Context: an optimization exercise on an open-source flow, tuned for small area and a short achievable clock period. The choices shown serve that exercise and are no tape-out recipe. Power and IR drop assume default switching activity.

==> flow/design.v (excerpt) <==
module top_cv (
    input  wire clk,
    input  wire enc_rst_n,
    input  wire enc_in_valid,
    input  wire enc_bit_in,
    output wire enc_out_valid,
    output wire enc_y0,
    output wire enc_y1,
    input  wire       dec_rst,
    input  wire       dec_sym_valid,
    input  wire [1:0] dec_rx_sym,
    output wire       dec_bit_valid,
    output wire       dec_bit_out,
    output wire        ber_done,
    output wire [31:0] ber_bits,
    output wire [31:0] ber_errs
);
Size: about 740 cells after synthesis, about 160 flip-flops, roughly 78 I/O pins, about 8600 um^2 of cells after synthesis.
export LEC_CHECK = 0
export CAP_MARGIN = 20
export CORE_MARGIN = 2
export CORE_UTILIZATION = 40
export SLEW_MARGIN = 20
create_clock -name core_clock -period 12.0 [get_ports {clk}]
standard.sh (not shown) runs the stock make flow with config.mk's settings and CLKGATE_MAP_FILE= SYNTH_SCRIPT=/design/flow/synth_recipe.tcl, a recipe that flattens the netlist after the stock synthesis.
==> flow/flow/run.sh <==
#!/bin/bash
# Layout flow: the standard flow (standard.sh, with the standard
# synthesis) with three changes:
#  - after floorplanning, half/full adder cells with an unused output are
#    replaced by the plain gate for the output that is used (fix_adders.tcl);
#  - clock tree synthesis inserts no dummy loads;
#  - ports are buffered with buf_2 cells rather than the default choice.
# Each tool's output goes to the ORFS logs under orfs/logs; make's own
# output goes to standard.log here.
set -euo pipefail
here=$(pwd)
export POST_FLOORPLAN_TCL="$here/flow/fix_adders.tcl"
export CTS_ARGS="-sink_clustering_enable -repair_clock_nets -dont_use_dummy_load -buf_list {sky130_fd_sc_hd__clkbuf_4 sky130_fd_sc_hd__clkbuf_8} -root_buf sky130_fd_sc_hd__clkbuf_8"
export BUFFER_PORTS_ARGS="-buffer_cell sky130_fd_sc_hd__buf_2"
bash standard.sh > "$here/standard.log" 2>&1
==> flow/flow/fix_adders.tcl <==
# Half and full adder cells that synthesis left with one output unused are
# replaced by the plain gate for the output that is used (an unused cell
# output is a driver without parasitics, and the plain gate is smaller).
set block [ord::get_db_block]
set db [ord::get_db]

proc net_used {it} {
  set n [$it getNet]
  if {$n == "NULL" || $n == ""} { return 0 }
  return [expr {[llength [$n getITerms]] + [llength [$n getBTerms]] > 1}]
}

set k 0
foreach inst [$block getInsts] {
  set m [[$inst getMaster] getName]
  if {[regexp {^sky130_fd_sc_hd__(ha|fa)_\d+$} $m -> kind] == 0} { continue }
  set sum [$inst findITerm SUM]
  set cout [$inst findITerm COUT]
  set su [net_used $sum]
  set cu [net_used $cout]
  if {$su && $cu} { continue }
  set ins {}
  foreach p [expr {$kind eq "ha" ? {A B} : {A B CIN}}] {
    lappend ins [[$inst findITerm $p] getNet]
  }
  set out ""
  if {$su} {
    set cell [expr {$kind eq "ha" ? "sky130_fd_sc_hd__xor2_1" : "sky130_fd_sc_hd__xor3_1"}]
    set out [$sum getNet]
  } elseif {$cu} {
    set cell [expr {$kind eq "ha" ? "sky130_fd_sc_hd__and2_1" : "sky130_fd_sc_hd__maj3_1"}]
    set out [$cout getNet]
  }
  set name [$inst getName]
  foreach it [$inst getITerms] { $it disconnect }
  odb::dbInst_destroy $inst
  incr k
  if {$out eq ""} { continue }
  set new [odb::dbInst_create $block [$db findMaster $cell] "${name}_g"]
  set pins [expr {$kind eq "ha" ? {A B} : {A B C}}]
  foreach p $pins n $ins { [$new findITerm $p] connect $n }
  [$new findITerm X] connect $out
}
puts "fix_adders: replaced $k adder cells"
Change:
--- a/flow/flow/run.sh
+++ b/flow/flow/run.sh
@@ -12,3 +12,3 @@
 export POST_FLOORPLAN_TCL="$here/flow/fix_adders.tcl"
-export CTS_ARGS="-sink_clustering_enable -repair_clock_nets -dont_use_dummy_load -buf_list {sky130_fd_sc_hd__clkbuf_4 sky130_fd_sc_hd__clkbuf_8} -root_buf sky130_fd_sc_hd__clkbuf_8"
+export CTS_ARGS="-sink_clustering_enable -repair_clock_nets -dont_use_dummy_load"
 export BUFFER_PORTS_ARGS="-buffer_cell sky130_fd_sc_hd__buf_2"
=>
- The new run produced a clean layout
- routed wire length went up by 0.68%
- utilization went up by 0.91 points
- via count went up by about 0.43%
- synthesized area is unchanged
- worst setup slack improved by 0.014 ns
- clock power went up by 47%
Function was not checked in any run of this note: the RTL went through the layout flow alone.

[static timing again, ports no longer ideal]
Ports are ideal in the flow. The routed layouts listed here were re-timed in OpenROAD.
Step 1 (the two cells are an assumption about what drives the block):
set clk [get_ports {clk}]
set_driving_cell -lib_cell sky130_fd_sc_hd__clkbuf_16 $clk
set_driving_cell -lib_cell sky130_fd_sc_hd__buf_2 [delete_from_list [all_inputs] $clk]
Step 2, shift: input delay + t, output delay - t, t = (earliest + latest rising clock arrival at the registers) / 2. This alone moves slack from input paths to output paths.
Slacks: no drivers / after step 1 / after step 2; pairs: no drivers / after step 1.
run | t, ns | setup WS [ns] | hold WS [ns] | slew at the worst register clock pin (ns)
the first run | 0.465 | 7.009 / 7.023 / 6.558 | 0.426 / 0.426 / 0.426 | 0.09 / 0.09
the second run | 0.451 | 7.023 / 7.042 / 6.591 | 0.421 / 0.421 / 0.421 | 0.06 / 0.06
After both steps every run listed still meets setup and hold. For the first run, which loses most, drivers alone change the setup slack by +0.014 ns; drivers and shift together by -0.451 ns.
